Background: an optimization exercise with open tools, aiming at small area. Do not read the settings as production practice.
In this exercise RTL edits were held to simulation tests only and were not proved equivalent to the original.
Power figures rest on the tool's default switching activity, not on a simulated workload.

$ cat flow/run.sh
#!/bin/bash
# Layout: the standard flow (standard.sh, unchanged synthesis and steps),
# with the input and output port buffers made of sky130_fd_sc_hd__buf_1 and
# clock tree synthesis without dummy loads and with larger sink clusters.
set -euo pipefail
export BUFFER_PORTS_ARGS="-buffer_cell sky130_fd_sc_hd__buf_1"
export CTS_ARGS="-sink_clustering_enable -repair_clock_nets -dont_use_dummy_load -sink_clustering_size 30 -sink_clustering_max_diameter 90 -buf_list sky130_fd_sc_hd__clkbuf_16"
bash standard.sh > standard_flow.log 2>&1
$ cat standard.sh
#!/bin/bash
# synth_recipe.tcl (not shown) runs the flow's synth.tcl, then flattens the netlist and writes it again
# the make line also repeats each setting of config.mk as NAME=value (left out here)
make -C /OpenROAD-flow-scripts/flow DESIGN_CONFIG=/design/flow/config.mk WORK_HOME=/design/flow/orfs CLKGATE_MAP_FILE= SYNTH_SCRIPT=/design/flow/synth_recipe.tcl "${@:-finish}"
$ cat config.mk
export PLATFORM = sky130hd
export DESIGN_NAME = multiply_matrix
export DESIGN_NICKNAME = multiply_matrix
export VERILOG_FILES = /design/flow/design.v
export SDC_FILE = /design/flow/constraint.sdc
export NUM_CORES = 8
export LEC_CHECK = 0
export CAP_MARGIN = 20
export CORE_MARGIN = 2
export CORE_UTILIZATION = 64
export PLACE_DENSITY = 0.76
export SLEW_MARGIN = 20
export SYNTH_HIERARCHICAL = 1
$ cat constraint.sdc
create_clock -name core_clock -period 5.0 [get_ports {clk}]
set_input_delay 1.0000 -clock core_clock [delete_from_list [all_inputs] [get_ports {clk}]]
set_output_delay 1.0000 -clock core_clock [all_outputs]
set_load 0.01 [all_outputs]
$ cat design.v
module booth_sel
(
	input logic onen, twon, negn, nzn,
	input logic [7:0] w,
	output logic [8:0] p
);
	logic [7:0] tn;
	assign tn = w ^ {8{negn}};
	assign p[0] = ~((onen | tn[0]) & (twon | negn));
	genvar b;
	generate
		for (b = 1; b < 8; b = b + 1) begin : g_b
			assign p[b] = ~((onen | tn[b]) & (twon | tn[b-1]));
		end
	endgenerate
	assign p[8] = nzn | tn[7];
endmodule
module fa
(
	input logic a, b, ci,
	output logic s, co
);
	assign s = a ^ b ^ ci;
	assign co = (a & b) | (a & ci) | (b & ci);
endmodule
module fac
(
	input logic a, b,
	output logic s, co
);
	assign s = ~(a ^ b);
	assign co = a | b;
endmodule
module ha
(
	input logic a, b,
	output logic s, co
);
	assign s = a ^ b;
	assign co = a & b;
endmodule
module booth_enc
(
	input logic [31:0] a,
	output logic [47:0] e
);
	integer k, i;
	logic x2, x1, x0;
	always_comb begin
		for (k = 0; k < 4; k = k + 1) begin
			for (i = 0; i < 4; i = i + 1) begin
				x2 = a[8*k + 2*i + 1];
				x1 = a[8*k + 2*i];
				x0 = (i == 0) ? 1'b0 : a[8*k + 2*i - 1];
				e[4*k + i] = ~(x1 ^ x0);
				e[16 + 4*k + i] = ~((x2 & ~x1 & ~x0) | (~x2 & x1 & x0));
				e[32 + 4*k + i] = ~(x2 & ~(x1 & x0));
			end
		end
	end
endmodule
module negsum
(
	input logic [63:0] a,
	output logic [9:0] n
);
	integer k, i;
	logic x2, x1, x0;
	always_comb begin
		n = 10'd0;
		for (k = 0; k < 8; k = k + 1) begin
			for (i = 0; i < 4; i = i + 1) begin
				x2 = a[8*k + 2*i + 1];
				x1 = a[8*k + 2*i];
				x0 = (i == 0) ? 1'b0 : a[8*k + 2*i - 1];
				n = n + ({9'd0, x2 & ~(x1 & x0)} << (2*i));
			end
		end
	end
endmodule
module dot_lo
(
	input logic [15:0] onen, twon, negn, nzn,
	input logic [31:0] w,
	input logic [19:0] acc0,
	input logic [9:0] n,
	output logic [19:0] sa,
	output logic [13:0] sb,
	output logic sc
);
  wire [8:0] p0_0;
  booth_sel b0_0 (.onen(onen[0]), .twon(twon[0]), .negn(negn[0]), .nzn(nzn[0]), .w(w[0 +: 8]), .p(p0_0));
  wire [8:0] p0_1;
  booth_sel b0_1 (.onen(onen[1]), .twon(twon[1]), .negn(negn[1]), .nzn(nzn[1]), .w(w[0 +: 8]), .p(p0_1));
  wire [8:0] p0_2;
  booth_sel b0_2 (.onen(onen[2]), .twon(twon[2]), .negn(negn[2]), .nzn(nzn[2]), .w(w[0 +: 8]), .p(p0_2));
  wire [8:0] p0_3;
  booth_sel b0_3 (.onen(onen[3]), .twon(twon[3]), .negn(negn[3]), .nzn(nzn[3]), .w(w[0 +: 8]), .p(p0_3));
  wire [8:0] p1_0;
  booth_sel b1_0 (.onen(onen[4]), .twon(twon[4]), .negn(negn[4]), .nzn(nzn[4]), .w(w[8 +: 8]), .p(p1_0));
  wire [8:0] p1_1;
  booth_sel b1_1 (.onen(onen[5]), .twon(twon[5]), .negn(negn[5]), .nzn(nzn[5]), .w(w[8 +: 8]), .p(p1_1));
  wire [8:0] p1_2;
  booth_sel b1_2 (.onen(onen[6]), .twon(twon[6]), .negn(negn[6]), .nzn(nzn[6]), .w(w[8 +: 8]), .p(p1_2));
  wire [8:0] p1_3;
  booth_sel b1_3 (.onen(onen[7]), .twon(twon[7]), .negn(negn[7]), .nzn(nzn[7]), .w(w[8 +: 8]), .p(p1_3));
  wire [8:0] p2_0;
  booth_sel b2_0 (.onen(onen[8]), .twon(twon[8]), .negn(negn[8]), .nzn(nzn[8]), .w(w[16 +: 8]), .p(p2_0));
  wire [8:0] p2_1;
  booth_sel b2_1 (.onen(onen[9]), .twon(twon[9]), .negn(negn[9]), .nzn(nzn[9]), .w(w[16 +: 8]), .p(p2_1));
  wire [8:0] p2_2;
  booth_sel b2_2 (.onen(onen[10]), .twon(twon[10]), .negn(negn[10]), .nzn(nzn[10]), .w(w[16 +: 8]), .p(p2_2));
  wire [8:0] p2_3;
  booth_sel b2_3 (.onen(onen[11]), .twon(twon[11]), .negn(negn[11]), .nzn(nzn[11]), .w(w[16 +: 8]), .p(p2_3));
  wire [8:0] p3_0;
  booth_sel b3_0 (.onen(onen[12]), .twon(twon[12]), .negn(negn[12]), .nzn(nzn[12]), .w(w[24 +: 8]), .p(p3_0));
  wire [8:0] p3_1;
  booth_sel b3_1 (.onen(onen[13]), .twon(twon[13]), .negn(negn[13]), .nzn(nzn[13]), .w(w[24 +: 8]), .p(p3_1));
  wire [8:0] p3_2;
  booth_sel b3_2 (.onen(onen[14]), .twon(twon[14]), .negn(negn[14]), .nzn(nzn[14]), .w(w[24 +: 8]), .p(p3_2));
  wire [8:0] p3_3;
  booth_sel b3_3 (.onen(onen[15]), .twon(twon[15]), .negn(negn[15]), .nzn(nzn[15]), .w(w[24 +: 8]), .p(p3_3));
  wire ks1, kc1;
  fac k1 (.a(p0_2[7]), .b(p0_3[5]), .s(ks1), .co(kc1));
  wire ks2, kc2;
  fac k2 (.a(p0_2[8]), .b(p0_3[6]), .s(ks2), .co(kc2));
  wire ks3, kc3;
  fac k3 (.a(p0_3[8]), .b(p1_3[8]), .s(ks3), .co(kc3));
  wire i16_0 = ~acc0[16];
  wire i18_0 = ~acc0[18];
  wire ks4, kc4;
  fac k4 (.a(acc0[18]), .b(acc0[19]), .s(ks4), .co(kc4));
  wire s1, c1;
  fa f1 (.a(n[4]), .b(p0_0[4]), .ci(p0_1[2]), .s(s1), .co(c1));
  wire s2, c2;
  fa f2 (.a(n[5]), .b(p0_0[5]), .ci(p0_1[3]), .s(s2), .co(c2));
  wire s3, c3;
  fa f3 (.a(n[6]), .b(p0_0[6]), .ci(p0_1[4]), .s(s3), .co(c3));
  wire s4, c4;
  fa f4 (.a(p0_2[2]), .b(p0_3[0]), .ci(p1_0[6]), .s(s4), .co(c4));
  wire s5, c5;
  fa f5 (.a(p1_1[4]), .b(p1_2[2]), .ci(p1_3[0]), .s(s5), .co(c5));
  wire s6, c6;
  fa f6 (.a(n[7]), .b(p0_0[7]), .ci(p0_1[5]), .s(s6), .co(c6));
  wire s7, c7;
  fa f7 (.a(p0_2[3]), .b(p0_3[1]), .ci(p1_0[7]), .s(s7), .co(c7));
  wire s8, c8;
  fa f8 (.a(p1_1[5]), .b(p1_2[3]), .ci(p1_3[1]), .s(s8), .co(c8));
  wire s9, c9;
  fa f9 (.a(p2_0[7]), .b(p2_1[5]), .ci(p2_2[3]), .s(s9), .co(c9));
  wire s10, c10;
  fa f10 (.a(n[8]), .b(p0_0[8]), .ci(p0_1[6]), .s(s10), .co(c10));
  wire s11, c11;
  fa f11 (.a(p0_2[4]), .b(p0_3[2]), .ci(p1_0[8]), .s(s11), .co(c11));
  wire s12, c12;
  fa f12 (.a(p1_1[6]), .b(p1_2[4]), .ci(p1_3[2]), .s(s12), .co(c12));
  wire s13, c13;
  fa f13 (.a(p2_0[8]), .b(p2_1[6]), .ci(p2_2[4]), .s(s13), .co(c13));
  wire s14, c14;
  fa f14 (.a(p2_3[2]), .b(p3_0[8]), .ci(p3_1[6]), .s(s14), .co(c14));
  wire s15, c15;
  fa f15 (.a(n[9]), .b(p0_1[7]), .ci(p0_2[5]), .s(s15), .co(c15));
  wire s16, c16;
  fa f16 (.a(p0_3[3]), .b(p1_1[7]), .ci(p1_2[5]), .s(s16), .co(c16));
  wire s17, c17;
  fa f17 (.a(p1_3[3]), .b(p2_1[7]), .ci(p2_2[5]), .s(s17), .co(c17));
  wire s18, c18;
  fa f18 (.a(p0_1[8]), .b(p0_2[6]), .ci(p0_3[4]), .s(s18), .co(c18));
  wire s19, c19;
  fa f19 (.a(p1_1[8]), .b(p1_2[6]), .ci(p1_3[4]), .s(s19), .co(c19));
  wire s20, c20;
  fa f20 (.a(n[2]), .b(p0_0[2]), .ci(p0_1[0]), .s(s20), .co(c20));
  wire s21, c21;
  fa f21 (.a(n[3]), .b(p0_0[3]), .ci(p0_1[1]), .s(s21), .co(c21));
  wire s22, c22;
  fa f22 (.a(p0_2[0]), .b(p1_0[4]), .ci(p1_1[2]), .s(s22), .co(c22));
  wire s23, c23;
  fa f23 (.a(p1_2[0]), .b(p2_0[4]), .ci(p2_1[2]), .s(s23), .co(c23));
  wire s24, c24;
  fa f24 (.a(p0_2[1]), .b(p1_0[5]), .ci(p1_1[3]), .s(s24), .co(c24));
  wire s25, c25;
  fa f25 (.a(p1_2[1]), .b(p2_0[5]), .ci(p2_1[3]), .s(s25), .co(c25));
  wire s26, c26;
  fa f26 (.a(p2_2[1]), .b(p3_0[5]), .ci(p3_1[3]), .s(s26), .co(c26));
  wire s27, c27;
  fa f27 (.a(p2_0[6]), .b(p2_1[4]), .ci(p2_2[2]), .s(s27), .co(c27));
  wire s28, c28;
  fa f28 (.a(p2_3[0]), .b(p3_0[6]), .ci(p3_1[4]), .s(s28), .co(c28));
  wire s29, c29;
  fa f29 (.a(p3_2[2]), .b(p3_3[0]), .ci(acc0[6]), .s(s29), .co(c29));
  wire s30, c30;
  fa f30 (.a(c2), .b(s3), .ci(s4), .s(s30), .co(c30));
  wire s31, c31;
  fa f31 (.a(p2_3[1]), .b(p3_0[7]), .ci(p3_1[5]), .s(s31), .co(c31));
  wire s32, c32;
  fa f32 (.a(p3_2[3]), .b(p3_3[1]), .ci(acc0[7]), .s(s32), .co(c32));
  wire s33, c33;
  fa f33 (.a(c3), .b(c4), .ci(c5), .s(s33), .co(c33));
  wire s34, c34;
  fa f34 (.a(s6), .b(s7), .ci(s8), .s(s34), .co(c34));
  wire s35, c35;
  fa f35 (.a(p3_2[4]), .b(p3_3[2]), .ci(acc0[8]), .s(s35), .co(c35));
  wire s36, c36;
  fa f36 (.a(c6), .b(c7), .ci(c8), .s(s36), .co(c36));
  wire s37, c37;
  fa f37 (.a(c9), .b(s10), .ci(s11), .s(s37), .co(c37));
  wire s38, c38;
  fa f38 (.a(s12), .b(s13), .ci(s14), .s(s38), .co(c38));
  wire s39, c39;
  fa f39 (.a(p2_3[3]), .b(p3_1[7]), .ci(p3_2[5]), .s(s39), .co(c39));
  wire s40, c40;
  fa f40 (.a(p3_3[3]), .b(acc0[9]), .ci(c10), .s(s40), .co(c40));
  wire s41, c41;
  fa f41 (.a(c11), .b(c12), .ci(c13), .s(s41), .co(c41));
  wire s42, c42;
  fa f42 (.a(c14), .b(s15), .ci(s16), .s(s42), .co(c42));
  wire s43, c43;
  fa f43 (.a(p2_1[8]), .b(p2_2[6]), .ci(p2_3[4]), .s(s43), .co(c43));
  wire s44, c44;
  fa f44 (.a(p3_1[8]), .b(p3_2[6]), .ci(p3_3[4]), .s(s44), .co(c44));
  wire s45, c45;
  fa f45 (.a(acc0[10]), .b(c15), .ci(c16), .s(s45), .co(c45));
  wire s46, c46;
  fa f46 (.a(c17), .b(s18), .ci(s19), .s(s46), .co(c46));
  wire s47, c47;
  fa f47 (.a(p1_2[7]), .b(p1_3[5]), .ci(p2_2[7]), .s(s47), .co(c47));
  wire s48, c48;
  fa f48 (.a(p2_3[5]), .b(p3_2[7]), .ci(p3_3[5]), .s(s48), .co(c48));
  wire s49, c49;
  fa f49 (.a(ks1), .b(acc0[11]), .ci(c18), .s(s49), .co(c49));
  wire s50, c50;
  fa f50 (.a(p1_2[8]), .b(p1_3[6]), .ci(p2_2[8]), .s(s50), .co(c50));
  wire s51, c51;
  fa f51 (.a(p2_3[6]), .b(p3_2[8]), .ci(p3_3[6]), .s(s51), .co(c51));
  wire s52, c52;
  fa f52 (.a(p1_0[2]), .b(p1_1[0]), .ci(p2_0[2]), .s(s52), .co(c52));
  wire s53, c53;
  fa f53 (.a(p1_0[3]), .b(p1_1[1]), .ci(p2_0[3]), .s(s53), .co(c53));
  wire s54, c54;
  fa f54 (.a(p2_1[1]), .b(p3_0[3]), .ci(p3_1[1]), .s(s54), .co(c54));
  wire s55, c55;
  fa f55 (.a(p2_2[0]), .b(p3_0[4]), .ci(p3_1[2]), .s(s55), .co(c55));
  wire s56, c56;
  fa f56 (.a(p3_2[0]), .b(acc0[4]), .ci(c21), .s(s56), .co(c56));
  wire s57, c57;
  fa f57 (.a(s1), .b(s22), .ci(s23), .s(s57), .co(c57));
  wire s58, c58;
  fa f58 (.a(p3_2[1]), .b(acc0[5]), .ci(c1), .s(s58), .co(c58));
  wire s59, c59;
  fa f59 (.a(c22), .b(c23), .ci(s2), .s(s59), .co(c59));
  wire s60, c60;
  fa f60 (.a(s24), .b(s25), .ci(s26), .s(s60), .co(c60));
  wire s61, c61;
  fa f61 (.a(c24), .b(c25), .ci(c26), .s(s61), .co(c61));
  wire s62, c62;
  fa f62 (.a(s27), .b(s28), .ci(s5), .s(s62), .co(c62));
  wire hs5, hc5;
  ha h5 (.a(s29), .b(s30), .s(hs5), .co(hc5));
  wire s63, c63;
  fa f63 (.a(c27), .b(c28), .ci(s31), .s(s63), .co(c63));
  wire s64, c64;
  fa f64 (.a(s9), .b(c29), .ci(s32), .s(s64), .co(c64));
  wire s65, c65;
  fa f65 (.a(c30), .b(s33), .ci(s34), .s(s65), .co(c65));
  wire s66, c66;
  fa f66 (.a(c31), .b(c32), .ci(s35), .s(s66), .co(c66));
  wire s67, c67;
  fa f67 (.a(c33), .b(c34), .ci(s36), .s(s67), .co(c67));
  wire hs6, hc6;
  ha h6 (.a(s37), .b(s38), .s(hs6), .co(hc6));
  wire s68, c68;
  fa f68 (.a(s17), .b(s39), .ci(c35), .s(s68), .co(c68));
  wire s69, c69;
  fa f69 (.a(c36), .b(s40), .ci(c37), .s(s69), .co(c69));
  wire s70, c70;
  fa f70 (.a(c38), .b(s41), .ci(s42), .s(s70), .co(c70));
  wire s71, c71;
  fa f71 (.a(c39), .b(s43), .ci(s44), .s(s71), .co(c71));
  wire s72, c72;
  fa f72 (.a(c40), .b(c41), .ci(c42), .s(s72), .co(c72));
  wire hs7, hc7;
  ha h7 (.a(s45), .b(s46), .s(hs7), .co(hc7));
  wire s73, c73;
  fa f73 (.a(c19), .b(c43), .ci(c44), .s(s73), .co(c73));
  wire s74, c74;
  fa f74 (.a(s47), .b(s48), .ci(c45), .s(s74), .co(c74));
  wire hs8, hc8;
  ha h8 (.a(s49), .b(c46), .s(hs8), .co(hc8));
  wire s75, c75;
  fa f75 (.a(kc1), .b(ks2), .ci(acc0[12]), .s(s75), .co(c75));
  wire s76, c76;
  fa f76 (.a(c47), .b(c48), .ci(s50), .s(s76), .co(c76));
  wire hs9, hc9;
  ha h9 (.a(s51), .b(c49), .s(hs9), .co(hc9));
  wire s77, c77;
  fa f77 (.a(p0_3[7]), .b(p1_3[7]), .ci(p2_3[7]), .s(s77), .co(c77));
  wire s78, c78;
  fa f78 (.a(p3_3[7]), .b(kc2), .ci(acc0[13]), .s(s78), .co(c78));
  wire hs10, hc10;
  ha h10 (.a(c50), .b(c51), .s(hs10), .co(hc10));
  wire s79, c79;
  fa f79 (.a(p2_3[8]), .b(p3_3[8]), .ci(ks3), .s(s79), .co(c79));
  wire s80, c80;
  fa f80 (.a(n[0]), .b(p0_0[0]), .ci(p1_0[0]), .s(s80), .co(c80));
  wire s81, c81;
  fa f81 (.a(n[1]), .b(p0_0[1]), .ci(p1_0[1]), .s(s81), .co(c81));
  wire s82, c82;
  fa f82 (.a(p2_0[1]), .b(p3_0[1]), .ci(acc0[1]), .s(s82), .co(c82));
  wire s83, c83;
  fa f83 (.a(p2_1[0]), .b(p3_0[2]), .ci(p3_1[0]), .s(s83), .co(c83));
  wire s84, c84;
  fa f84 (.a(acc0[2]), .b(s20), .ci(s52), .s(s84), .co(c84));
  wire s85, c85;
  fa f85 (.a(acc0[3]), .b(c20), .ci(c52), .s(s85), .co(c85));
  wire s86, c86;
  fa f86 (.a(s21), .b(s53), .ci(s54), .s(s86), .co(c86));
  wire s87, c87;
  fa f87 (.a(c53), .b(c54), .ci(s55), .s(s87), .co(c87));
  wire hs11, hc11;
  ha h11 (.a(s56), .b(s57), .s(hs11), .co(hc11));
  wire s88, c88;
  fa f88 (.a(c55), .b(c56), .ci(s58), .s(s88), .co(c88));
  wire s89, c89;
  fa f89 (.a(c57), .b(s59), .ci(s60), .s(s89), .co(c89));
  wire s90, c90;
  fa f90 (.a(c58), .b(c59), .ci(c60), .s(s90), .co(c90));
  wire s91, c91;
  fa f91 (.a(s61), .b(s62), .ci(hs5), .s(s91), .co(c91));
  wire s92, c92;
  fa f92 (.a(c61), .b(c62), .ci(s63), .s(s92), .co(c92));
  wire s93, c93;
  fa f93 (.a(s64), .b(hc5), .ci(s65), .s(s93), .co(c93));
  wire s94, c94;
  fa f94 (.a(c63), .b(c64), .ci(s66), .s(s94), .co(c94));
  wire s95, c95;
  fa f95 (.a(hs6), .b(c65), .ci(s67), .s(s95), .co(c95));
  wire s96, c96;
  fa f96 (.a(s68), .b(c66), .ci(c67), .s(s96), .co(c96));
  wire s97, c97;
  fa f97 (.a(hc6), .b(s69), .ci(s70), .s(s97), .co(c97));
  wire s98, c98;
  fa f98 (.a(s71), .b(c68), .ci(c69), .s(s98), .co(c98));
  wire s99, c99;
  fa f99 (.a(hs7), .b(s72), .ci(c70), .s(s99), .co(c99));
  wire s100, c100;
  fa f100 (.a(c71), .b(s73), .ci(hs8), .s(s100), .co(c100));
  wire s101, c101;
  fa f101 (.a(s74), .b(c72), .ci(hc7), .s(s101), .co(c101));
  wire s102, c102;
  fa f102 (.a(c73), .b(s75), .ci(s76), .s(s102), .co(c102));
  wire s103, c103;
  fa f103 (.a(hs9), .b(c74), .ci(hc8), .s(s103), .co(c103));
  wire s104, c104;
  fa f104 (.a(s77), .b(hs10), .ci(c75), .s(s104), .co(c104));
  wire s105, c105;
  fa f105 (.a(s78), .b(c76), .ci(hc9), .s(s105), .co(c105));
  wire s106, c106;
  fa f106 (.a(acc0[14]), .b(c77), .ci(hc10), .s(s106), .co(c106));
  wire hs12, hc12;
  ha h12 (.a(c78), .b(s79), .s(hs12), .co(hc12));
  wire s107, c107;
  fa f107 (.a(kc3), .b(acc0[15]), .ci(c79), .s(s107), .co(c107));
  wire s108, c108;
  fa f108 (.a(p2_0[0]), .b(p3_0[0]), .ci(acc0[0]), .s(s108), .co(c108));
  wire s109, c109;
  fa f109 (.a(c80), .b(s81), .ci(s82), .s(s109), .co(c109));
  wire s110, c110;
  fa f110 (.a(c81), .b(s83), .ci(c82), .s(s110), .co(c110));
  wire s111, c111;
  fa f111 (.a(c83), .b(c84), .ci(s85), .s(s111), .co(c111));
  wire s112, c112;
  fa f112 (.a(c85), .b(c86), .ci(s87), .s(s112), .co(c112));
  wire s113, c113;
  fa f113 (.a(c87), .b(hc11), .ci(s88), .s(s113), .co(c113));
  wire s114, c114;
  fa f114 (.a(c88), .b(c89), .ci(s90), .s(s114), .co(c114));
  wire s115, c115;
  fa f115 (.a(c90), .b(s92), .ci(c91), .s(s115), .co(c115));
  wire s116, c116;
  fa f116 (.a(c92), .b(s94), .ci(c93), .s(s116), .co(c116));
  wire s117, c117;
  fa f117 (.a(c94), .b(s96), .ci(c95), .s(s117), .co(c117));
  wire s118, c118;
  fa f118 (.a(c96), .b(s98), .ci(c97), .s(s118), .co(c118));
  wire s119, c119;
  fa f119 (.a(s100), .b(c98), .ci(c99), .s(s119), .co(c119));
  wire s120, c120;
  fa f120 (.a(s102), .b(c100), .ci(c101), .s(s120), .co(c120));
  wire s121, c121;
  fa f121 (.a(s104), .b(c102), .ci(s105), .s(s121), .co(c121));
  wire s122, c122;
  fa f122 (.a(hs12), .b(c104), .ci(s106), .s(s122), .co(c122));
  wire s123, c123;
  fa f123 (.a(hc12), .b(c106), .ci(s107), .s(s123), .co(c123));
  wire s124, c124;
  fa f124 (.a(s84), .b(s110), .ci(c109), .s(s124), .co(c124));
  wire s125, c125;
  fa f125 (.a(s86), .b(c110), .ci(s111), .s(s125), .co(c125));
  wire s126, c126;
  fa f126 (.a(c111), .b(hs11), .ci(s112), .s(s126), .co(c126));
  wire s127, c127;
  fa f127 (.a(c112), .b(s89), .ci(s113), .s(s127), .co(c127));
  wire s128, c128;
  fa f128 (.a(c113), .b(s91), .ci(s114), .s(s128), .co(c128));
  wire s129, c129;
  fa f129 (.a(c114), .b(s93), .ci(s115), .s(s129), .co(c129));
  wire s130, c130;
  fa f130 (.a(s95), .b(c115), .ci(s116), .s(s130), .co(c130));
  wire s131, c131;
  fa f131 (.a(s97), .b(c116), .ci(s117), .s(s131), .co(c131));
  wire s132, c132;
  fa f132 (.a(s99), .b(c117), .ci(s118), .s(s132), .co(c132));
  wire s133, c133;
  fa f133 (.a(s101), .b(c118), .ci(s119), .s(s133), .co(c133));
  wire s134, c134;
  fa f134 (.a(s103), .b(s120), .ci(c119), .s(s134), .co(c134));
  wire s135, c135;
  fa f135 (.a(c103), .b(s121), .ci(c120), .s(s135), .co(c135));
  wire s136, c136;
  fa f136 (.a(c105), .b(s122), .ci(c121), .s(s136), .co(c136));
  wire hs13, hc13;
  ha h13 (.a(c122), .b(s123), .s(hs13), .co(hc13));
  wire s137, c137;
  fa f137 (.a(i16_0), .b(c107), .ci(c123), .s(s137), .co(c137));
  wire hs14, hc14;
  ha h14 (.a(acc0[16]), .b(acc0[17]), .s(hs14), .co(hc14));
  wire rs15, rc15;
  ha r15 (.a(i18_0), .b(hc14), .s(rs15), .co(rc15));
  wire rs16, rc16;
  ha r16 (.a(ks4), .b(rc15), .s(rs16), .co(rc16));
  wire rs17, rc17;
  ha r17 (.a(s80), .b(s108), .s(rs17), .co(rc17));
  wire s138, c138;
  fa f138 (.a(c108), .b(rc17), .ci(s109), .s(s138), .co(c138));
  wire rs18, rc18;
  ha r18 (.a(c138), .b(s124), .s(rs18), .co(rc18));
  wire s139, c139;
  fa f139 (.a(c124), .b(s125), .ci(rc18), .s(s139), .co(c139));
  assign sa = {rs16, rs15, c137, hc13, c136, c135, c134, c133, c132, c131, c130, c129, c128, c127, c126, c125, s139, rs18, s138, rs17};
  assign sb = {hs14, s137, hs13, s136, s135, s134, s133, s132, s131, s130, s129, s128, s127, s126};
  assign sc = c139;
endmodule
module dot_hi
(
	input logic [15:0] onen, twon, negn, nzn,
	input logic [31:0] w,
	input logic [19:0] acc0,
	input logic [13:0] acc1,
	input logic [0:0] acc2,
	output logic [19:0] sa,
	output logic [11:0] sb,
	output logic sc
);
  wire [8:0] p0_0;
  booth_sel b0_0 (.onen(onen[0]), .twon(twon[0]), .negn(negn[0]), .nzn(nzn[0]), .w(w[0 +: 8]), .p(p0_0));
  wire [8:0] p0_1;
  booth_sel b0_1 (.onen(onen[1]), .twon(twon[1]), .negn(negn[1]), .nzn(nzn[1]), .w(w[0 +: 8]), .p(p0_1));
  wire [8:0] p0_2;
  booth_sel b0_2 (.onen(onen[2]), .twon(twon[2]), .negn(negn[2]), .nzn(nzn[2]), .w(w[0 +: 8]), .p(p0_2));
  wire [8:0] p0_3;
  booth_sel b0_3 (.onen(onen[3]), .twon(twon[3]), .negn(negn[3]), .nzn(nzn[3]), .w(w[0 +: 8]), .p(p0_3));
  wire [8:0] p1_0;
  booth_sel b1_0 (.onen(onen[4]), .twon(twon[4]), .negn(negn[4]), .nzn(nzn[4]), .w(w[8 +: 8]), .p(p1_0));
  wire [8:0] p1_1;
  booth_sel b1_1 (.onen(onen[5]), .twon(twon[5]), .negn(negn[5]), .nzn(nzn[5]), .w(w[8 +: 8]), .p(p1_1));
  wire [8:0] p1_2;
  booth_sel b1_2 (.onen(onen[6]), .twon(twon[6]), .negn(negn[6]), .nzn(nzn[6]), .w(w[8 +: 8]), .p(p1_2));
  wire [8:0] p1_3;
  booth_sel b1_3 (.onen(onen[7]), .twon(twon[7]), .negn(negn[7]), .nzn(nzn[7]), .w(w[8 +: 8]), .p(p1_3));
  wire [8:0] p2_0;
  booth_sel b2_0 (.onen(onen[8]), .twon(twon[8]), .negn(negn[8]), .nzn(nzn[8]), .w(w[16 +: 8]), .p(p2_0));
  wire [8:0] p2_1;
  booth_sel b2_1 (.onen(onen[9]), .twon(twon[9]), .negn(negn[9]), .nzn(nzn[9]), .w(w[16 +: 8]), .p(p2_1));
  wire [8:0] p2_2;
  booth_sel b2_2 (.onen(onen[10]), .twon(twon[10]), .negn(negn[10]), .nzn(nzn[10]), .w(w[16 +: 8]), .p(p2_2));
  wire [8:0] p2_3;
  booth_sel b2_3 (.onen(onen[11]), .twon(twon[11]), .negn(negn[11]), .nzn(nzn[11]), .w(w[16 +: 8]), .p(p2_3));
  wire [8:0] p3_0;
  booth_sel b3_0 (.onen(onen[12]), .twon(twon[12]), .negn(negn[12]), .nzn(nzn[12]), .w(w[24 +: 8]), .p(p3_0));
  wire [8:0] p3_1;
  booth_sel b3_1 (.onen(onen[13]), .twon(twon[13]), .negn(negn[13]), .nzn(nzn[13]), .w(w[24 +: 8]), .p(p3_1));
  wire [8:0] p3_2;
  booth_sel b3_2 (.onen(onen[14]), .twon(twon[14]), .negn(negn[14]), .nzn(nzn[14]), .w(w[24 +: 8]), .p(p3_2));
  wire [8:0] p3_3;
  booth_sel b3_3 (.onen(onen[15]), .twon(twon[15]), .negn(negn[15]), .nzn(nzn[15]), .w(w[24 +: 8]), .p(p3_3));
  wire s1, c1;
  fa f1 (.a(acc0[4]), .b(acc1[0]), .ci(acc2[0]), .s(s1), .co(c1));
  wire s2, c2;
  fa f2 (.a(acc0[5]), .b(acc1[1]), .ci(p0_0[5]), .s(s2), .co(c2));
  wire s3, c3;
  fa f3 (.a(acc0[6]), .b(acc1[2]), .ci(p0_0[6]), .s(s3), .co(c3));
  wire s4, c4;
  fa f4 (.a(p0_1[4]), .b(p0_2[2]), .ci(p0_3[0]), .s(s4), .co(c4));
  wire s5, c5;
  fa f5 (.a(p1_0[6]), .b(p1_1[4]), .ci(p1_2[2]), .s(s5), .co(c5));
  wire s6, c6;
  fa f6 (.a(acc0[7]), .b(acc1[3]), .ci(p0_0[7]), .s(s6), .co(c6));
  wire s7, c7;
  fa f7 (.a(p0_1[5]), .b(p0_2[3]), .ci(p0_3[1]), .s(s7), .co(c7));
  wire s8, c8;
  fa f8 (.a(p1_0[7]), .b(p1_1[5]), .ci(p1_2[3]), .s(s8), .co(c8));
  wire s9, c9;
  fa f9 (.a(p1_3[1]), .b(p2_0[7]), .ci(p2_1[5]), .s(s9), .co(c9));
  wire s10, c10;
  fa f10 (.a(acc0[8]), .b(acc1[4]), .ci(p0_0[8]), .s(s10), .co(c10));
  wire s11, c11;
  fa f11 (.a(p0_1[6]), .b(p0_2[4]), .ci(p0_3[2]), .s(s11), .co(c11));
  wire s12, c12;
  fa f12 (.a(p1_0[8]), .b(p1_1[6]), .ci(p1_2[4]), .s(s12), .co(c12));
  wire s13, c13;
  fa f13 (.a(p1_3[2]), .b(p2_0[8]), .ci(p2_1[6]), .s(s13), .co(c13));
  wire s14, c14;
  fa f14 (.a(p2_2[4]), .b(p2_3[2]), .ci(p3_0[8]), .s(s14), .co(c14));
  wire s15, c15;
  fa f15 (.a(acc0[9]), .b(acc1[5]), .ci(p0_1[7]), .s(s15), .co(c15));
  wire s16, c16;
  fa f16 (.a(p0_2[5]), .b(p0_3[3]), .ci(p1_1[7]), .s(s16), .co(c16));
  wire s17, c17;
  fa f17 (.a(p1_2[5]), .b(p1_3[3]), .ci(p2_1[7]), .s(s17), .co(c17));
  wire s18, c18;
  fa f18 (.a(acc0[10]), .b(acc1[6]), .ci(p0_1[8]), .s(s18), .co(c18));
  wire s19, c19;
  fa f19 (.a(p0_2[6]), .b(p0_3[4]), .ci(p1_1[8]), .s(s19), .co(c19));
  wire s20, c20;
  fa f20 (.a(p0_0[4]), .b(p0_1[2]), .ci(p0_2[0]), .s(s20), .co(c20));
  wire s21, c21;
  fa f21 (.a(p1_0[4]), .b(p1_1[2]), .ci(p1_2[0]), .s(s21), .co(c21));
  wire s22, c22;
  fa f22 (.a(p0_1[3]), .b(p0_2[1]), .ci(p1_0[5]), .s(s22), .co(c22));
  wire s23, c23;
  fa f23 (.a(p1_1[3]), .b(p1_2[1]), .ci(p2_0[5]), .s(s23), .co(c23));
  wire s24, c24;
  fa f24 (.a(p2_1[3]), .b(p2_2[1]), .ci(p3_0[5]), .s(s24), .co(c24));
  wire s25, c25;
  fa f25 (.a(p1_3[0]), .b(p2_0[6]), .ci(p2_1[4]), .s(s25), .co(c25));
  wire s26, c26;
  fa f26 (.a(p2_2[2]), .b(p2_3[0]), .ci(p3_0[6]), .s(s26), .co(c26));
  wire s27, c27;
  fa f27 (.a(p3_1[4]), .b(p3_2[2]), .ci(p3_3[0]), .s(s27), .co(c27));
  wire s28, c28;
  fa f28 (.a(c2), .b(s3), .ci(s4), .s(s28), .co(c28));
  wire s29, c29;
  fa f29 (.a(p2_2[3]), .b(p2_3[1]), .ci(p3_0[7]), .s(s29), .co(c29));
  wire s30, c30;
  fa f30 (.a(p3_1[5]), .b(p3_2[3]), .ci(p3_3[1]), .s(s30), .co(c30));
  wire s31, c31;
  fa f31 (.a(c3), .b(c4), .ci(c5), .s(s31), .co(c31));
  wire s32, c32;
  fa f32 (.a(s6), .b(s7), .ci(s8), .s(s32), .co(c32));
  wire s33, c33;
  fa f33 (.a(p3_1[6]), .b(p3_2[4]), .ci(p3_3[2]), .s(s33), .co(c33));
  wire s34, c34;
  fa f34 (.a(c6), .b(c7), .ci(c8), .s(s34), .co(c34));
  wire s35, c35;
  fa f35 (.a(c9), .b(s10), .ci(s11), .s(s35), .co(c35));
  wire s36, c36;
  fa f36 (.a(s12), .b(s13), .ci(s14), .s(s36), .co(c36));
  wire s37, c37;
  fa f37 (.a(p2_2[5]), .b(p2_3[3]), .ci(p3_1[7]), .s(s37), .co(c37));
  wire s38, c38;
  fa f38 (.a(p3_2[5]), .b(p3_3[3]), .ci(c10), .s(s38), .co(c38));
  wire s39, c39;
  fa f39 (.a(c11), .b(c12), .ci(c13), .s(s39), .co(c39));
  wire s40, c40;
  fa f40 (.a(c14), .b(s15), .ci(s16), .s(s40), .co(c40));
  wire s41, c41;
  fa f41 (.a(p1_2[6]), .b(p1_3[4]), .ci(p2_1[8]), .s(s41), .co(c41));
  wire s42, c42;
  fa f42 (.a(p2_2[6]), .b(p2_3[4]), .ci(p3_1[8]), .s(s42), .co(c42));
  wire s43, c43;
  fa f43 (.a(p3_2[6]), .b(p3_3[4]), .ci(c15), .s(s43), .co(c43));
  wire s44, c44;
  fa f44 (.a(c16), .b(c17), .ci(s18), .s(s44), .co(c44));
  wire s45, c45;
  fa f45 (.a(acc0[11]), .b(acc1[7]), .ci(p0_2[7]), .s(s45), .co(c45));
  wire s46, c46;
  fa f46 (.a(p0_3[5]), .b(p1_2[7]), .ci(p1_3[5]), .s(s46), .co(c46));
  wire s47, c47;
  fa f47 (.a(p2_2[7]), .b(p2_3[5]), .ci(p3_2[7]), .s(s47), .co(c47));
  wire s48, c48;
  fa f48 (.a(p3_3[5]), .b(c18), .ci(c19), .s(s48), .co(c48));
  wire s49, c49;
  fa f49 (.a(acc0[12]), .b(acc1[8]), .ci(p0_2[8]), .s(s49), .co(c49));
  wire s50, c50;
  fa f50 (.a(p0_3[6]), .b(p1_2[8]), .ci(p1_3[6]), .s(s50), .co(c50));
  wire s51, c51;
  fa f51 (.a(p2_2[8]), .b(p2_3[6]), .ci(p3_2[8]), .s(s51), .co(c51));
  wire s52, c52;
  fa f52 (.a(acc0[2]), .b(p0_0[2]), .ci(p0_1[0]), .s(s52), .co(c52));
  wire s53, c53;
  fa f53 (.a(p1_0[2]), .b(p1_1[0]), .ci(p2_0[2]), .s(s53), .co(c53));
  wire s54, c54;
  fa f54 (.a(acc0[3]), .b(p0_0[3]), .ci(p0_1[1]), .s(s54), .co(c54));
  wire s55, c55;
  fa f55 (.a(p1_0[3]), .b(p1_1[1]), .ci(p2_0[3]), .s(s55), .co(c55));
  wire s56, c56;
  fa f56 (.a(p2_1[1]), .b(p3_0[3]), .ci(p3_1[1]), .s(s56), .co(c56));
  wire s57, c57;
  fa f57 (.a(p2_0[4]), .b(p2_1[2]), .ci(p2_2[0]), .s(s57), .co(c57));
  wire s58, c58;
  fa f58 (.a(p3_0[4]), .b(p3_1[2]), .ci(p3_2[0]), .s(s58), .co(c58));
  wire s59, c59;
  fa f59 (.a(s1), .b(s20), .ci(s21), .s(s59), .co(c59));
  wire s60, c60;
  fa f60 (.a(p3_1[3]), .b(p3_2[1]), .ci(c1), .s(s60), .co(c60));
  wire s61, c61;
  fa f61 (.a(c20), .b(c21), .ci(s2), .s(s61), .co(c61));
  wire s62, c62;
  fa f62 (.a(s22), .b(s23), .ci(s24), .s(s62), .co(c62));
  wire s63, c63;
  fa f63 (.a(c22), .b(c23), .ci(c24), .s(s63), .co(c63));
  wire s64, c64;
  fa f64 (.a(s25), .b(s26), .ci(s27), .s(s64), .co(c64));
  wire hs1, hc1;
  ha h1 (.a(s5), .b(s28), .s(hs1), .co(hc1));
  wire s65, c65;
  fa f65 (.a(c25), .b(c26), .ci(c27), .s(s65), .co(c65));
  wire s66, c66;
  fa f66 (.a(s29), .b(s30), .ci(s9), .s(s66), .co(c66));
  wire s67, c67;
  fa f67 (.a(c28), .b(s31), .ci(s32), .s(s67), .co(c67));
  wire s68, c68;
  fa f68 (.a(c29), .b(c30), .ci(s33), .s(s68), .co(c68));
  wire s69, c69;
  fa f69 (.a(c31), .b(c32), .ci(s34), .s(s69), .co(c69));
  wire hs2, hc2;
  ha h2 (.a(s35), .b(s36), .s(hs2), .co(hc2));
  wire s70, c70;
  fa f70 (.a(c33), .b(s17), .ci(s37), .s(s70), .co(c70));
  wire s71, c71;
  fa f71 (.a(c34), .b(s38), .ci(c35), .s(s71), .co(c71));
  wire s72, c72;
  fa f72 (.a(c36), .b(s39), .ci(s40), .s(s72), .co(c72));
  wire s73, c73;
  fa f73 (.a(c37), .b(s19), .ci(s41), .s(s73), .co(c73));
  wire s74, c74;
  fa f74 (.a(s42), .b(c38), .ci(c39), .s(s74), .co(c74));
  wire s75, c75;
  fa f75 (.a(s43), .b(c40), .ci(s44), .s(s75), .co(c75));
  wire s76, c76;
  fa f76 (.a(c41), .b(c42), .ci(s45), .s(s76), .co(c76));
  wire s77, c77;
  fa f77 (.a(s46), .b(s47), .ci(c43), .s(s77), .co(c77));
  wire hs3, hc3;
  ha h3 (.a(c44), .b(s48), .s(hs3), .co(hc3));
  wire s78, c78;
  fa f78 (.a(p3_3[6]), .b(c45), .ci(c46), .s(s78), .co(c78));
  wire s79, c79;
  fa f79 (.a(c47), .b(s49), .ci(s50), .s(s79), .co(c79));
  wire hs4, hc4;
  ha h4 (.a(s51), .b(c48), .s(hs4), .co(hc4));
  wire s80, c80;
  fa f80 (.a(acc0[13]), .b(acc1[9]), .ci(p0_3[7]), .s(s80), .co(c80));
  wire s81, c81;
  fa f81 (.a(p1_3[7]), .b(p2_3[7]), .ci(p3_3[7]), .s(s81), .co(c81));
  wire s82, c82;
  fa f82 (.a(c49), .b(c50), .ci(c51), .s(s82), .co(c82));
  wire s83, c83;
  fa f83 (.a(acc0[14]), .b(acc1[10]), .ci(p0_3[8]), .s(s83), .co(c83));
  wire s84, c84;
  fa f84 (.a(p1_3[8]), .b(p2_3[8]), .ci(p3_3[8]), .s(s84), .co(c84));
  wire s85, c85;
  fa f85 (.a(acc0[0]), .b(p0_0[0]), .ci(p1_0[0]), .s(s85), .co(c85));
  wire s86, c86;
  fa f86 (.a(acc0[1]), .b(p0_0[1]), .ci(p1_0[1]), .s(s86), .co(c86));
  wire s87, c87;
  fa f87 (.a(p2_1[0]), .b(p3_0[2]), .ci(p3_1[0]), .s(s87), .co(c87));
  wire s88, c88;
  fa f88 (.a(c52), .b(c53), .ci(s54), .s(s88), .co(c88));
  wire s89, c89;
  fa f89 (.a(c54), .b(c55), .ci(c56), .s(s89), .co(c89));
  wire s90, c90;
  fa f90 (.a(s57), .b(s58), .ci(s59), .s(s90), .co(c90));
  wire s91, c91;
  fa f91 (.a(c57), .b(c58), .ci(s60), .s(s91), .co(c91));
  wire s92, c92;
  fa f92 (.a(c59), .b(s61), .ci(s62), .s(s92), .co(c92));
  wire s93, c93;
  fa f93 (.a(c60), .b(c61), .ci(c62), .s(s93), .co(c93));
  wire s94, c94;
  fa f94 (.a(s63), .b(s64), .ci(hs1), .s(s94), .co(c94));
  wire s95, c95;
  fa f95 (.a(c63), .b(c64), .ci(s65), .s(s95), .co(c95));
  wire s96, c96;
  fa f96 (.a(s66), .b(hc1), .ci(s67), .s(s96), .co(c96));
  wire s97, c97;
  fa f97 (.a(c65), .b(c66), .ci(s68), .s(s97), .co(c97));
  wire s98, c98;
  fa f98 (.a(hs2), .b(c67), .ci(s69), .s(s98), .co(c98));
  wire s99, c99;
  fa f99 (.a(c68), .b(s70), .ci(c69), .s(s99), .co(c99));
  wire s100, c100;
  fa f100 (.a(hc2), .b(s71), .ci(s72), .s(s100), .co(c100));
  wire s101, c101;
  fa f101 (.a(c70), .b(s73), .ci(c71), .s(s101), .co(c101));
  wire s102, c102;
  fa f102 (.a(s74), .b(c72), .ci(s75), .s(s102), .co(c102));
  wire s103, c103;
  fa f103 (.a(c73), .b(s76), .ci(c74), .s(s103), .co(c103));
  wire s104, c104;
  fa f104 (.a(hs3), .b(s77), .ci(c75), .s(s104), .co(c104));
  wire s105, c105;
  fa f105 (.a(c76), .b(s78), .ci(s79), .s(s105), .co(c105));
  wire s106, c106;
  fa f106 (.a(hs4), .b(c77), .ci(hc3), .s(s106), .co(c106));
  wire s107, c107;
  fa f107 (.a(s80), .b(s81), .ci(c78), .s(s107), .co(c107));
  wire s108, c108;
  fa f108 (.a(c79), .b(s82), .ci(hc4), .s(s108), .co(c108));
  wire s109, c109;
  fa f109 (.a(c80), .b(c81), .ci(s83), .s(s109), .co(c109));
  wire hs5, hc5;
  ha h5 (.a(s84), .b(c82), .s(hs5), .co(hc5));
  wire s110, c110;
  fa f110 (.a(acc0[15]), .b(acc1[11]), .ci(c83), .s(s110), .co(c110));
  wire s111, c111;
  fa f111 (.a(p2_0[1]), .b(p3_0[1]), .ci(c85), .s(s111), .co(c111));
  wire s112, c112;
  fa f112 (.a(c86), .b(s52), .ci(s53), .s(s112), .co(c112));
  wire s113, c113;
  fa f113 (.a(c87), .b(s55), .ci(s56), .s(s113), .co(c113));
  wire s114, c114;
  fa f114 (.a(c88), .b(s89), .ci(s90), .s(s114), .co(c114));
  wire s115, c115;
  fa f115 (.a(c89), .b(s91), .ci(c90), .s(s115), .co(c115));
  wire s116, c116;
  fa f116 (.a(c91), .b(s93), .ci(c92), .s(s116), .co(c116));
  wire s117, c117;
  fa f117 (.a(c93), .b(s95), .ci(c94), .s(s117), .co(c117));
  wire s118, c118;
  fa f118 (.a(c95), .b(s97), .ci(c96), .s(s118), .co(c118));
  wire s119, c119;
  fa f119 (.a(c97), .b(s99), .ci(c98), .s(s119), .co(c119));
  wire s120, c120;
  fa f120 (.a(c99), .b(s101), .ci(c100), .s(s120), .co(c120));
  wire s121, c121;
  fa f121 (.a(s103), .b(c101), .ci(s104), .s(s121), .co(c121));
  wire s122, c122;
  fa f122 (.a(s105), .b(c103), .ci(c104), .s(s122), .co(c122));
  wire s123, c123;
  fa f123 (.a(s107), .b(c105), .ci(s108), .s(s123), .co(c123));
  wire s124, c124;
  fa f124 (.a(s109), .b(hs5), .ci(c107), .s(s124), .co(c124));
  wire s125, c125;
  fa f125 (.a(c84), .b(c109), .ci(s110), .s(s125), .co(c125));
  wire s126, c126;
  fa f126 (.a(acc0[16]), .b(acc1[12]), .ci(c110), .s(s126), .co(c126));
  wire s127, c127;
  fa f127 (.a(p2_0[0]), .b(p3_0[0]), .ci(s85), .s(s127), .co(c127));
  wire hs6, hc6;
  ha h6 (.a(s86), .b(s111), .s(hs6), .co(hc6));
  wire s128, c128;
  fa f128 (.a(s87), .b(c111), .ci(s112), .s(s128), .co(c128));
  wire s129, c129;
  fa f129 (.a(c112), .b(s88), .ci(s113), .s(s129), .co(c129));
  wire hs7, hc7;
  ha h7 (.a(c113), .b(s114), .s(hs7), .co(hc7));
  wire s130, c130;
  fa f130 (.a(s92), .b(c114), .ci(s115), .s(s130), .co(c130));
  wire s131, c131;
  fa f131 (.a(s94), .b(c115), .ci(s116), .s(s131), .co(c131));
  wire s132, c132;
  fa f132 (.a(c116), .b(s96), .ci(s117), .s(s132), .co(c132));
  wire s133, c133;
  fa f133 (.a(s98), .b(c117), .ci(s118), .s(s133), .co(c133));
  wire s134, c134;
  fa f134 (.a(s100), .b(c118), .ci(s119), .s(s134), .co(c134));
  wire s135, c135;
  fa f135 (.a(s102), .b(c119), .ci(s120), .s(s135), .co(c135));
  wire s136, c136;
  fa f136 (.a(c102), .b(c120), .ci(s121), .s(s136), .co(c136));
  wire s137, c137;
  fa f137 (.a(s106), .b(c121), .ci(s122), .s(s137), .co(c137));
  wire s138, c138;
  fa f138 (.a(c106), .b(s123), .ci(c122), .s(s138), .co(c138));
  wire s139, c139;
  fa f139 (.a(c108), .b(s124), .ci(c123), .s(s139), .co(c139));
  wire s140, c140;
  fa f140 (.a(hc5), .b(s125), .ci(c124), .s(s140), .co(c140));
  wire hs8, hc8;
  ha h8 (.a(c125), .b(s126), .s(hs8), .co(hc8));
  wire s141, c141;
  fa f141 (.a(acc0[17]), .b(acc1[13]), .ci(c126), .s(s141), .co(c141));
  wire rs9, rc9;
  ha r9 (.a(hc8), .b(s141), .s(rs9), .co(rc9));
  wire s142, c142;
  fa f142 (.a(acc0[18]), .b(c141), .ci(rc9), .s(s142), .co(c142));
  wire rs10, rc10;
  ha r10 (.a(acc0[19]), .b(c142), .s(rs10), .co(rc10));
  wire rs11, rc11;
  ha r11 (.a(c127), .b(hs6), .s(rs11), .co(rc11));
  wire s143, c143;
  fa f143 (.a(hc6), .b(rc11), .ci(s128), .s(s143), .co(c143));
  wire s144, c144;
  fa f144 (.a(c128), .b(s129), .ci(c143), .s(s144), .co(c144));
  wire s145, c145;
  fa f145 (.a(c129), .b(hs7), .ci(c144), .s(s145), .co(c145));
  assign sa = {rs10, s142, rs9, c140, c139, c138, c137, c136, c135, c134, c133, c132, c131, c130, hc7, s145, s144, s143, rs11, s127};
  assign sb = {hs8, s140, s139, s138, s137, s136, s135, s134, s133, s132, s131, s130};
  assign sc = c145;
endmodule
module cpa20
(
	input logic [19:0] a,
	input logic [11:0] b,
	input logic ci,
	output logic [19:0] s
);
  wire [19:0] r, g;
  assign s[4:0] = a[4:0];
  fa f5 (.a(a[5]), .b(b[0]), .ci(ci), .s(r[5]), .co(g[5]));
  fa f6 (.a(a[6]), .b(b[1]), .ci(g[5]), .s(r[6]), .co(g[6]));
  fa f7 (.a(a[7]), .b(b[2]), .ci(g[6]), .s(r[7]), .co(g[7]));
  fa f8 (.a(a[8]), .b(b[3]), .ci(g[7]), .s(r[8]), .co(g[8]));
  fa f9 (.a(a[9]), .b(b[4]), .ci(g[8]), .s(r[9]), .co(g[9]));
  fa f10 (.a(a[10]), .b(b[5]), .ci(g[9]), .s(r[10]), .co(g[10]));
  fa f11 (.a(a[11]), .b(b[6]), .ci(g[10]), .s(r[11]), .co(g[11]));
  assign s[11:5] = r[11:5];
  wire c1 = g[11];
  ha h12 (.a(a[12]), .b(b[7]), .s(r[12]), .co(g[12]));
  fa f13 (.a(a[13]), .b(b[8]), .ci(g[12]), .s(r[13]), .co(g[13]));
  fa f14 (.a(a[14]), .b(b[9]), .ci(g[13]), .s(r[14]), .co(g[14]));
  fa f15 (.a(a[15]), .b(b[10]), .ci(g[14]), .s(r[15]), .co(g[15]));
  fa f16 (.a(a[16]), .b(b[11]), .ci(g[15]), .s(r[16]), .co(g[16]));
  ha h17 (.a(a[17]), .b(g[16]), .s(r[17]), .co(g[17]));
  ha h18 (.a(a[18]), .b(g[17]), .s(r[18]), .co(g[18]));
  wire [7:0] p1;
  assign p1[0] = 1'b1;
  assign p1[1] = p1[0] & r[12];
  assign s[12] = r[12] ^ (c1 & p1[0]);
  assign p1[2] = p1[1] & r[13];
  assign s[13] = r[13] ^ (c1 & p1[1]);
  assign p1[3] = p1[2] & r[14];
  assign s[14] = r[14] ^ (c1 & p1[2]);
  assign p1[4] = p1[3] & r[15];
  assign s[15] = r[15] ^ (c1 & p1[3]);
  assign p1[5] = p1[4] & r[16];
  assign s[16] = r[16] ^ (c1 & p1[4]);
  assign p1[6] = p1[5] & r[17];
  assign s[17] = r[17] ^ (c1 & p1[5]);
  assign p1[7] = p1[6] & r[18];
  assign s[18] = r[18] ^ (c1 & p1[6]);
  wire c2 = g[18] | (c1 & p1[7]);
  assign r[19] = a[19];
  assign g[19] = 1'b0;
  wire [1:0] p2;
  assign p2[0] = 1'b1;
  assign p2[1] = p2[0] & r[19];
  assign s[19] = r[19] ^ (c2 & p2[0]);
endmodule
module multiply_matrix
(
    input clk,
    input load,
	input load_w,
	input [159:0] c,
    input [63:0] a,
	input [63:0] b,
    output logic [159:0] out
);
	logic [63:0] w [0:7];
	logic [63:0] a1;
	logic [31:0] a2;
	logic [47:0] e2, e3;
	logic [9:0] n2;
	logic [159:0] s0a, s1a;
	logic [111:0] s0b;
	logic [95:0] s1b;
	logic [7:0] s0c, s1c;
	logic [159:0] s [2:7];
	logic [47:0] e_lo, e_hi;
	logic [9:0] n1;
	booth_enc enc_lo (.a(a1[31:0]), .e(e_lo));
	booth_enc enc_hi (.a(a2), .e(e_hi));
	negsum ns (.a(a1), .n(n1));
	logic [15:0] nzn2, nzn3;
	assign nzn2 = e2[15:0] & e2[31:16];
	assign nzn3 = e3[15:0] & e3[31:16];
	logic [159:0] t0a, t1a, sum;
	logic [111:0] t0b;
	logic [95:0] t1b;
	logic [7:0] t0c, t1c;
	genvar j;
	generate
		for (j = 0; j < 8; j = j + 1) begin : g_dot
			dot_lo dl (.onen(e2[15:0]), .twon(e2[31:16]), .negn(e2[47:32]), .nzn(nzn2), .w(w[j][31:0]),
				.acc0(c[20*j +: 20]), .n(n2),
				.sa(t0a[20*j +: 20]), .sb(t0b[14*j +: 14]), .sc(t0c[j]));
			dot_hi dh (.onen(e3[15:0]), .twon(e3[31:16]), .negn(e3[47:32]), .nzn(nzn3), .w(w[j][63:32]),
				.acc0(s0a[20*j +: 20]), .acc1(s0b[14*j +: 14]), .acc2(s0c[j]),
				.sa(t1a[20*j +: 20]), .sb(t1b[12*j +: 12]), .sc(t1c[j]));
			cpa20 ad (.a(s1a[20*j +: 20]), .b(s1b[12*j +: 12]), .ci(s1c[j]), .s(sum[20*j +: 20]));
		end
	endgenerate
	integer i;
	always @(posedge clk) begin
		if (load_w) begin
			w[0] <= b;
			for (i = 1; i < 8; i = i + 1)
				w[i] <= w[i-1];
		end
		if (load) begin
			a1 <= a;
			e2 <= e_lo;
			n2 <= n1;
			a2 <= a1[63:32];
			e3 <= e_hi;
			s0a <= t0a;
			s0b <= t0b;
			s0c <= t0c;
			s1a <= t1a;
			s1b <= t1b;
			s1c <= t1c;
			s[2] <= sum;
			for (i = 3; i < 8; i = i + 1)
				s[i] <= s[i-1];
		end
	end
	assign out = s[7];
endmodule
==> metrics list <==
- Antenna violations before repair: 31
- Power per standard cell area: 884.7 nW/µm²
- Across all layers, the routed design uses 99863 vias.
- In this run the tool buffered the top-level ports with 450 buffer cells.
* Most frequent cells in the layout: fa_1 (2377), edfxtp_1 (2218), xor2_1 (2064), o22ai_1 (2048), buf_1 (448)
- The die covers 258200 µm².
* Startpoint class of the critical path: register
* Initial core utilization: 64.19%
* Floorplan core area: 253500 µm²
- Once detail routing completed, the nets flagged for antenna violations numbered 0.
* Clock root buffer: clkbuf_16
* Most frequent standard cell in the layout excluding fill and tap cells: fa_1
* Cell area after synthesis: 162700 µm²
* Synthesized Nets: 14137
- In this run the worst hold path is classified as in2reg.
* Slew headroom: 29.70%
- Net switching fraction of the power: 45.22%
- The floorplan step set the die width to 508.2 µm.
* Data required, critical path: 5.59 ns
* Instance count of the mapped netlist: 11159
- H-tree level count: 3
- Clock latency on the worst-skew pair, taken at its later pin, is 0.86 ns.
* Master of the slowest instance on the critical path: fa_1
* Clock share of power: 6.9%
- After clock tree synthesis, the clock-pin slew on the worst setup and hold paths is 0.11 ns.
- Setup total negative slack on the finished layout was measured at 0 ns.
- During synthesis, Yosys emitted a total of 13 warnings.
- Hold is met by 0.2997 ns.
- Number of cell rows: 185
- Placed cell count: 14024
* # clock sinks: 2218
- Final Critical Period: 4.824 ns
* Share of final-layout standard cells stronger than drive strength 1: 5.399%
- Comb pwr share: 66.9%
* Outcome: complete, no violations
* Maximum clock insertion buffer count: 3
- # setup viols final: 0
- Maximum Capacitance Violations: 0
- Based on the critical path, the design can be clocked at up to 207.3 MHz.
- Resized cells post-CTS: 0
* Total I/O pin count: 451
* Drt first pass iters: 10
- IR drop worst, VDD: 0.001235 V
- Of all nets on the critical path, the largest fanout is 18.
- Kind of end point of the critical path: register
- Ratio of final minimum period to clock period: 96.47%
* Finished Cell Area: 167500 µm²
- Once layout is complete, the cells apart from fillers number 14173.
* Placed standard-cell area: 164400 µm²
- Number of buffers inserted by post-CTS setup repair: 0
- Leakage dissipation: 61.20 nW
- At the worst endpoint, the arrival time is 5.42 ns.
- Area growth from synthesis to layout: 2.932%
- The internal portion of the total power is 81.15 mW.
* Number of hold violations in the final report: 0
* Vertical die dimension: 508.2 µm
- Via count of the first global-routing pass: 103759
- Global routing used 43.84% of the available tracks.
- For the pin with the worst max-slew slack, the measured transition is 1.052 ns.
- The routed design has 560500 µm of wire.
* Setup skew after layout: 0.08899 ns
- Via count normalized by instance count: 7.046
- Net switching power: 67.00 mW
- DP Wirelength: 423000 µm
* Cell with the most instances on the worst path: fa_1
- Number of buffers inserted for hold repair after clock tree synthesis: 0
* Longest individual stage delay on the worst path: 0.62 ns
- TritonCTS Buffers: 121
- The final count of pins violating max slew came to 0.
* Final weighted congestion in routability-driven placement: 1.059
- The final layout contains 13759 nets.
* Pin count of the biggest net entering global routing: 143
- CTS tree: yes
- In the final routed layout, each cell accounts on average for 39.55 µm.
- Category of the critical setup timing path: reg2reg
- Number of design-rule violations left by the first detailed-router iteration: 15687
* Global-route wire length before repair: 781800 µm
- Total global routing overflow: 0
- Unrepaired setup endpoints after global routing: no
- Sequential Power Share: 26.2%
- # DRC: 0
- Traced cell by cell, the critical path runs through buf_4 > xor2_1 > o22ai_1 > fa_1 > fa_1 > fa_1 > fa_1 > fa_1 > fa_1.
* Mean cell area of the mapped netlist: 14.58 µm²
==> per-layer routing <==
metal  share of wire [%]  GRT usage, %  wire [µm]  vias up
met5               0.059        0.5370        328        -
met4                 6.4         22.17      35970       22
met3                  16         18.25      87240     1827
met2                  42         60.91     232900     8725
met1                  36         59.52     204100    51117
li1                    -             -          -    38172
==> worst paths after layout <==
kind         endpoint  startpoint  slack, ns  depth (start not counted)
min            a1[46]       a[46]       0.30                          1
min reg2reg   s[6][7]     s[5][7]       0.38                          0
max           s1b[75]      e3[32]       0.18                          9
max reg2reg   s1b[75]      e3[32]       0.18                          9
==> flip-flops by register name, indices dropped and copies added (netlist names), 32 cells and up <==
signal and count:
s0a 160, s0b 112, w 512, a1 64, s1b 96, a2 32, s1a 160, e3 48
s 960, e2 48
==> power groups by stage <==
stage	clock, mW	sequential, mW	combinational [mW]
finish	10.2	38.8	99.2
global route	10.8	39.1	108
CTS	10.3	38.6	96.1
detailed placement	0	38.9	95.2
global placement	0	38.6	89.7
floorplan	0	37.3	92.5
==> stage by stage <==
step	setup WS, ns	util (%)	power [mW]
2_1_floorplan	0.7617	-	129.8
3_3_place_gp	0.3448	64.84	128.2
3_5_place_dp	0.3045	64.84	134.1
4_1_cts	0.2587	66.04	145.0
5_1_grt	0.05792	66.05	157.4
6_report	0.1765	66.07	148.2
==> worst max-delay path, delay by kind of cell, from the launching register on <==
kind            cells  cell delay, ns
compound gates      1            0.17
xor+xnor            1            0.52
fa+ha+maj           6            3.11
buf+inv             1            0.37
flops               1            0.41
==> final cells by class <==
cell class | count | area, µm²
tap | 3366 | 4212
sequential | 2218 | 66600
fill | 17592 | 86000
multi-input combinational | 7342 | 85810
clock buffer | 121 | 3028
antenna | 28 | 70.07
inverter | 199 | 747.0
timing repair buffer | 899 | 6985

[afterwards: timing with drivers on the ports]
In the flow no input, the clock included, has a driving cell. The finished layout below was timed again as built, in two steps.
Step 1 assumes that a clkbuf_16 drives the clock port and a buf_2 every other input.
Step 2, shift: input delay + t, output delay - t, t = (earliest + latest rising clock arrival at the registers) / 2. This alone moves slack from input paths to output paths.
a / b / c = ideal / step 1 / step 2; a / b = the first two.
t (ns): 0.914
setup slack, ns: 0.176 / 0.176 / 0.176
worst setup path after step 2: register to register
clock arrival spread, ns: 0.101 / 0.101
worst slew at a driven data input, ns: 0.10
After both steps this run still meets setup and hold. The setup slack of this run moves by 0.000 ns with the drivers and by 0.000 ns with both steps.
